This is an optimization exercise on Yosys and OpenROAD, whose aim is small area and a short achievable clock period, not a production implementation.
The RTL was checked by simulation tests, not by an equivalence proof against the original design.
Power and IR drop assume default switching activity.

==> flow/design.v <==
module decode(
	clk,
	rst_n,
	data_in,
	data_out
	);
	input clk;
	input rst_n;
	input [1:0] data_in;	 
	output reg data_out;
	reg [4:0] m;
	reg [3:0] dec;
	reg [5:0] p0, p1, p2, p3;
	reg [15:0] lf;
	reg old;	 
	wire clr = (lf == 16'h1a00);
	wire [15:0] lf_nx = {lf[14:0], lf[15]^lf[13]^lf[12]^lf[10]^clr};
	wire [6:0] q0 = {dec[0] ? p2 : p0, dec[0]};
	wire [6:0] q1 = {dec[1] ? p2 : p0, dec[1]};
	wire [6:0] q2 = {dec[2] ? p3 : p1, dec[2]};
	wire [6:0] q3 = {dec[3] ? p3 : p1, dec[3]};
	reg [8:0] tn0, tn1, tn2, tn3;
	always @(*) begin
		case (m)
			5'd0: begin tn0 = {5'd6, 4'b1010}; tn1 = {5'd7, 4'b1000}; tn2 = {5'd7, 4'b0100}; tn3 = {5'd6, 4'b1001}; end
			5'd6: begin tn0 = {5'd3, 4'b0010}; tn1 = {5'd9, 4'b1000}; tn2 = {5'd11, 4'b0100}; tn3 = {5'd5, 4'b0001}; end
			5'd7: begin tn0 = {5'd5, 4'b1110}; tn1 = {5'd11, 4'b1011}; tn2 = {5'd9, 4'b0111}; tn3 = {5'd3, 4'b1101}; end
			5'd3: begin tn0 = {5'd24, 4'b1010}; tn1 = {5'd0, 4'b1000}; tn2 = {5'd0, 4'b0100}; tn3 = {5'd16, 4'b1001}; end
			5'd9: begin tn0 = {5'd16, 4'b1010}; tn1 = {5'd0, 4'b1011}; tn2 = {5'd0, 4'b0111}; tn3 = {5'd24, 4'b1001}; end
			5'd11: begin tn0 = {5'd0, 4'b1110}; tn1 = {5'd17, 4'b1000}; tn2 = {5'd25, 4'b0100}; tn3 = {5'd0, 4'b1101}; end
			5'd5: begin tn0 = {5'd0, 4'b0010}; tn1 = {5'd25, 4'b1000}; tn2 = {5'd17, 4'b0100}; tn3 = {5'd0, 4'b0001}; end
			5'd24: begin tn0 = {5'd28, 4'b0000}; tn1 = {5'd4, 4'b1000}; tn2 = {5'd8, 4'b0100}; tn3 = {5'd20, 4'b0000}; end
			5'd16: begin tn0 = {5'd12, 4'b0010}; tn1 = {5'd27, 4'b1000}; tn2 = {5'd21, 4'b0000}; tn3 = {5'd30, 4'b0001}; end
			5'd17: begin tn0 = {5'd30, 4'b1110}; tn1 = {5'd21, 4'b1011}; tn2 = {5'd27, 4'b1111}; tn3 = {5'd12, 4'b1101}; end
			5'd25: begin tn0 = {5'd20, 4'b1110}; tn1 = {5'd8, 4'b1011}; tn2 = {5'd4, 4'b0111}; tn3 = {5'd28, 4'b1101}; end
			5'd28: begin tn0 = {5'd2, 4'b1000}; tn1 = {5'd6, 4'b1000}; tn2 = {5'd6, 4'b0100}; tn3 = {5'd14, 4'b1000}; end
			5'd4: begin tn0 = {5'd6, 4'b0010}; tn1 = {5'd9, 4'b1000}; tn2 = {5'd11, 4'b0100}; tn3 = {5'd6, 4'b0001}; end
			5'd8: begin tn0 = {5'd3, 4'b1010}; tn1 = {5'd7, 4'b1000}; tn2 = {5'd7, 4'b0100}; tn3 = {5'd5, 4'b1001}; end
			5'd20: begin tn0 = {5'd7, 4'b0010}; tn1 = {5'd31, 4'b1000}; tn2 = {5'd15, 4'b0000}; tn3 = {5'd7, 4'b0001}; end
			5'd12: begin tn0 = {5'd6, 4'b1110}; tn1 = {5'd11, 4'b1000}; tn2 = {5'd9, 4'b0100}; tn3 = {5'd6, 4'b1101}; end
			5'd27: begin tn0 = {5'd14, 4'b1010}; tn1 = {5'd6, 4'b1011}; tn2 = {5'd6, 4'b0111}; tn3 = {5'd2, 4'b1001}; end
			5'd21: begin tn0 = {5'd7, 4'b1110}; tn1 = {5'd15, 4'b1000}; tn2 = {5'd31, 4'b1100}; tn3 = {5'd7, 4'b1101}; end
			5'd30: begin tn0 = {5'd5, 4'b1010}; tn1 = {5'd7, 4'b1011}; tn2 = {5'd7, 4'b0111}; tn3 = {5'd3, 4'b1001}; end
			5'd2: begin tn0 = {5'd2, 4'b0000}; tn1 = {5'd10, 4'b1000}; tn2 = {5'd26, 4'b0100}; tn3 = {5'd14, 4'b0000}; end
			5'd14: begin tn0 = {5'd1, 4'b0010}; tn1 = {5'd31, 4'b0000}; tn2 = {5'd15, 4'b0000}; tn3 = {5'd13, 4'b0001}; end
			5'd31: begin tn0 = {5'd14, 4'b1111}; tn1 = {5'd26, 4'b1011}; tn2 = {5'd10, 4'b0111}; tn3 = {5'd2, 4'b1111}; end
			5'd15: begin tn0 = {5'd13, 4'b1110}; tn1 = {5'd15, 4'b1111}; tn2 = {5'd31, 4'b1111}; tn3 = {5'd1, 4'b1101}; end
			5'd10: begin tn0 = {5'd3, 4'b0010}; tn1 = {5'd19, 4'b1000}; tn2 = {5'd23, 4'b0000}; tn3 = {5'd5, 4'b0001}; end
			5'd26: begin tn0 = {5'd29, 4'b0000}; tn1 = {5'd9, 4'b1000}; tn2 = {5'd11, 4'b0100}; tn3 = {5'd22, 4'b0000}; end
			5'd1: begin tn0 = {5'd5, 4'b1110}; tn1 = {5'd23, 4'b1011}; tn2 = {5'd19, 4'b1111}; tn3 = {5'd3, 4'b1101}; end
			5'd13: begin tn0 = {5'd22, 4'b1110}; tn1 = {5'd11, 4'b1011}; tn2 = {5'd9, 4'b0111}; tn3 = {5'd29, 4'b1101}; end
			5'd19: begin tn0 = {5'd16, 4'b0010}; tn1 = {5'd4, 4'b1011}; tn2 = {5'd8, 4'b0111}; tn3 = {5'd24, 4'b0001}; end
			5'd23: begin tn0 = {5'd12, 4'b1110}; tn1 = {5'd17, 4'b1000}; tn2 = {5'd25, 4'b0100}; tn3 = {5'd30, 4'b1101}; end
			5'd29: begin tn0 = {5'd24, 4'b1110}; tn1 = {5'd8, 4'b1000}; tn2 = {5'd4, 4'b0100}; tn3 = {5'd16, 4'b1101}; end
			5'd22: begin tn0 = {5'd30, 4'b0010}; tn1 = {5'd25, 4'b1011}; tn2 = {5'd17, 4'b0111}; tn3 = {5'd12, 4'b0001}; end
			default: begin tn0 = {5'd0, 4'b0000}; tn1 = tn0; tn2 = tn0; tn3 = tn0; end
		endcase
	end
	reg [8:0] tn;
	always @(*)
		case (data_in)
			2'd0: tn = tn0;
			2'd1: tn = tn1;
			2'd2: tn = tn2;
			default: tn = tn3;
		endcase
	wire [4:0] mn = tn[8:4];
	wire [3:0] dn = tn[3:0];
	reg [7:0] sl;
	always @(*) begin
		case (m)
			5'd0: sl = {2'd2, 2'd3, 2'd1, 2'd0};
			5'd6: sl = {2'd0, 2'd1, 2'd1, 2'd0};
			5'd7: sl = {2'd2, 2'd3, 2'd3, 2'd2};
			5'd3: sl = {2'd0, 2'd0, 2'd0, 2'd0};
			5'd9: sl = {2'd2, 2'd2, 2'd2, 2'd2};
			5'd11: sl = {2'd2, 2'd3, 2'd3, 2'd0};
			5'd5: sl = {2'd2, 2'd1, 2'd1, 2'd0};
			5'd24: sl = {2'd0, 2'd0, 2'd0, 2'd0};
			5'd16: sl = {2'd0, 2'd1, 2'd1, 2'd0};
			5'd17: sl = {2'd2, 2'd3, 2'd3, 2'd2};
			5'd25: sl = {2'd2, 2'd2, 2'd2, 2'd2};
			5'd28: sl = {2'd0, 2'd0, 2'd0, 2'd0};
			5'd4: sl = {2'd2, 2'd1, 2'd1, 2'd0};
			5'd8: sl = {2'd0, 2'd3, 2'd1, 2'd0};
			5'd20: sl = {2'd1, 2'd1, 2'd1, 2'd1};
			5'd12: sl = {2'd2, 2'd3, 2'd3, 2'd0};
			5'd27: sl = {2'd2, 2'd2, 2'd2, 2'd2};
			5'd21: sl = {2'd3, 2'd3, 2'd3, 2'd3};
			5'd30: sl = {2'd2, 2'd3, 2'd1, 2'd2};
			5'd2: sl = {2'd0, 2'd0, 2'd0, 2'd0};
			5'd14: sl = {2'd1, 2'd1, 2'd1, 2'd1};
			5'd31: sl = {2'd2, 2'd2, 2'd2, 2'd2};
			5'd15: sl = {2'd3, 2'd3, 2'd3, 2'd3};
			5'd10: sl = {2'd0, 2'd1, 2'd1, 2'd0};
			5'd26: sl = {2'd0, 2'd1, 2'd1, 2'd0};
			5'd1: sl = {2'd2, 2'd3, 2'd3, 2'd2};
			5'd13: sl = {2'd2, 2'd3, 2'd3, 2'd2};
			5'd19: sl = {2'd2, 2'd2, 2'd2, 2'd2};
			5'd23: sl = {2'd0, 2'd3, 2'd3, 2'd0};
			5'd29: sl = {2'd0, 2'd0, 2'd0, 2'd0};
			5'd22: sl = {2'd2, 2'd1, 2'd1, 2'd2};
			default: sl = 8'd0;
		endcase
	end
	wire [3:0] b8 = {q3[6], q2[6], q1[6], q0[6]};
	wire [3:0] cand = {b8[sl[7:6]], b8[sl[5:4]], b8[sl[3:2]], b8[sl[1:0]]};
	always @(posedge clk or negedge rst_n)
		if (!rst_n) begin
			lf <= 16'h3400;
			old <= 1'b0;
			m <= 5'd0;
			data_out <= 1'b0;
		end else begin
			lf <= lf_nx;
			old <= ~clr & (old | lf[7]);
			m <= clr ? 5'd0 : mn;
			data_out <= ~clr & old & cand[data_in];
		end
	always @(posedge clk) begin
		dec <= dn;
		p0 <= q0[5:0];
		p1 <= q1[5:0];
		p2 <= q2[5:0];
		p3 <= q3[5:0];
	end
endmodule
clock: 6.0 ns
lec_check: 0
abc_clock_period_in_ps: 2500
cap_margin: 20
core_margin: 2
core_utilization: 65
place_density: 0.75
setup_slack_margin: 4.3
slew_margin: 20
run.sh (not shown) runs the stock make flow with config.mk's settings and CLKGATE_MAP_FILE= SYNTH_SCRIPT=/design/flow/synth_recipe.tcl, a recipe that flattens the netlist after the stock synthesis.
==> next run, changes <==
==> flow/flow/run.sh (new file) <==
#!/bin/bash
# Layout flow: the standard flow, except that synthesis leaves half and
# full adders to abc as plain logic (no ADDER_MAP_FILE) instead of
# extracting them into adder cells.
set -euo pipefail
bash standard.sh ADDER_MAP_FILE= finish > make_finish.log 2>&1
==> flow/standard.sh (new file) <==
#!/bin/bash
# synth_recipe.tcl (not shown) runs the flow's synth.tcl, then flattens the netlist and writes it again
# the make line also repeats each setting of config.mk as NAME=value (left out here)
make -C /OpenROAD-flow-scripts/flow DESIGN_CONFIG=/design/flow/config.mk WORK_HOME=/design/flow/orfs CLKGATE_MAP_FILE= SYNTH_SCRIPT=/design/flow/synth_recipe.tcl "${@:-finish}"
Settings changed: ABC_CLOCK_PERIOD_IN_PS 2500 to 1500, SETUP_SLACK_MARGIN 4.3 to 3.9.
removed: flow/run.sh
Effect: Utilization goes down by 7.0 points; non-clock buffer count goes down by 24; maximum frequency goes up by 11%.
==> next run, changes <==
Settings changed: ABC_AREA set to 1, ABC_CLOCK_PERIOD_IN_PS 1500 to 2500, SETUP_SLACK_MARGIN 3.9 to 3.6.
The changed run completed without violations.
Area after synthesis went down by 5.7%.
Critical path depth stays the same.
Cell count went up by 16%.
Power went down by 12%.
Global-route usage went down by 0.49 points.
Final area went down by 12%.
First-iteration DRC count went down by 30%.
Count of clock-buffer cells in the layout went up by 1.
Register-to-register slack is worse by 230 ps.
Worst setup slack is worse by 260 ps.
Routed wire length went down by 6.1%.
==> next run, changes <==
==> flow/run.sh (new file) <==
#!/bin/bash
# synth_recipe.tcl (not shown) runs the flow's synth.tcl, then flattens the netlist and writes it again
# the make line also repeats each setting of config.mk as NAME=value (left out here)
make -C /OpenROAD-flow-scripts/flow DESIGN_CONFIG=/design/flow/config.mk WORK_HOME=/design/flow/orfs CLKGATE_MAP_FILE= SYNTH_SCRIPT=/design/flow/synth_recipe.tcl finish
Settings changed: ABC_AREA 1 to unset, SETUP_SLACK_MARGIN 3.6 to 4.0.
removed: flow/flow/run.sh
removed: flow/standard.sh
The changed run produced a clean layout.
Utilization increases by 9.9 points.
Die area increases by 15%.
Sequential cell count does not change.
Power increases by about 40%.
Cell area increases by 33%.
Hold slack gains 3.6 ps.
Setup slack gains 30 ps.
Final cell count decreases by about 2%.
==> next run, changes <==
==> flow/flow/run.sh (new file) <==
#!/bin/bash
# Layout flow: the standard flow, except that synthesis leaves half and
# full adders to abc as plain logic (no ADDER_MAP_FILE) instead of
# extracting them into adder cells.
set -euo pipefail
bash standard.sh ADDER_MAP_FILE= finish > make_finish.log 2>&1
==> flow/standard.sh (new file) <==
#!/bin/bash
# synth_recipe.tcl (not shown) runs the flow's synth.tcl, then flattens the netlist and writes it again
# the make line also repeats each setting of config.mk as NAME=value (left out here)
make -C /OpenROAD-flow-scripts/flow DESIGN_CONFIG=/design/flow/config.mk WORK_HOME=/design/flow/orfs CLKGATE_MAP_FILE= SYNTH_SCRIPT=/design/flow/synth_recipe.tcl "${@:-finish}"
Settings changed: SETUP_SLACK_MARGIN 4.0 to 3.6.
removed: flow/run.sh
What happened:
- global-route usage goes down by 5.5 points
- setup slack is better by 13 ps
- wire length shrinks by about 25%
- die area went down by 8.3%
- via count falls by 14%
- cell area drops by about 20%

afterwards: timing with drivers on the ports:
No port has a modelled driver above. Below, the same layouts with a new extraction and two added sets of constraints. Step 1 sets driving cells, clkbuf_16 on the clock port and buf_2 on the other inputs (assumed; they add their load-dependent delay and slew). Step 2 also shifts input and output timing later by t, the mid clock arrival at the registers, as if the neighbouring blocks saw the same clock. Three values: ideal, step 1, step 2; two values: the first two.
run	t (ns)	setup WS [ns]	hold slack, ns
the first run	0.327	3.656 / 3.656 / 3.581	0.376 / 0.376 / 0.376
the second run	0.330	3.896 / 3.889 / 3.559	0.379 / 0.379 / 0.379
the third run	0.324	3.635 / 3.626 / 3.309	0.381 / 0.381 / 0.381
the fourth run	0.340	3.664 / 3.664 / 3.611	0.385 / 0.385 / 0.385
the fifth run	0.330	3.677 / 3.677 / 3.381	0.383 / 0.383 / 0.383
After both steps setup and hold are still met in every run listed. For the second run, which loses most, drivers alone change the setup slack by -0.007 ns; drivers and shift together by -0.337 ns.
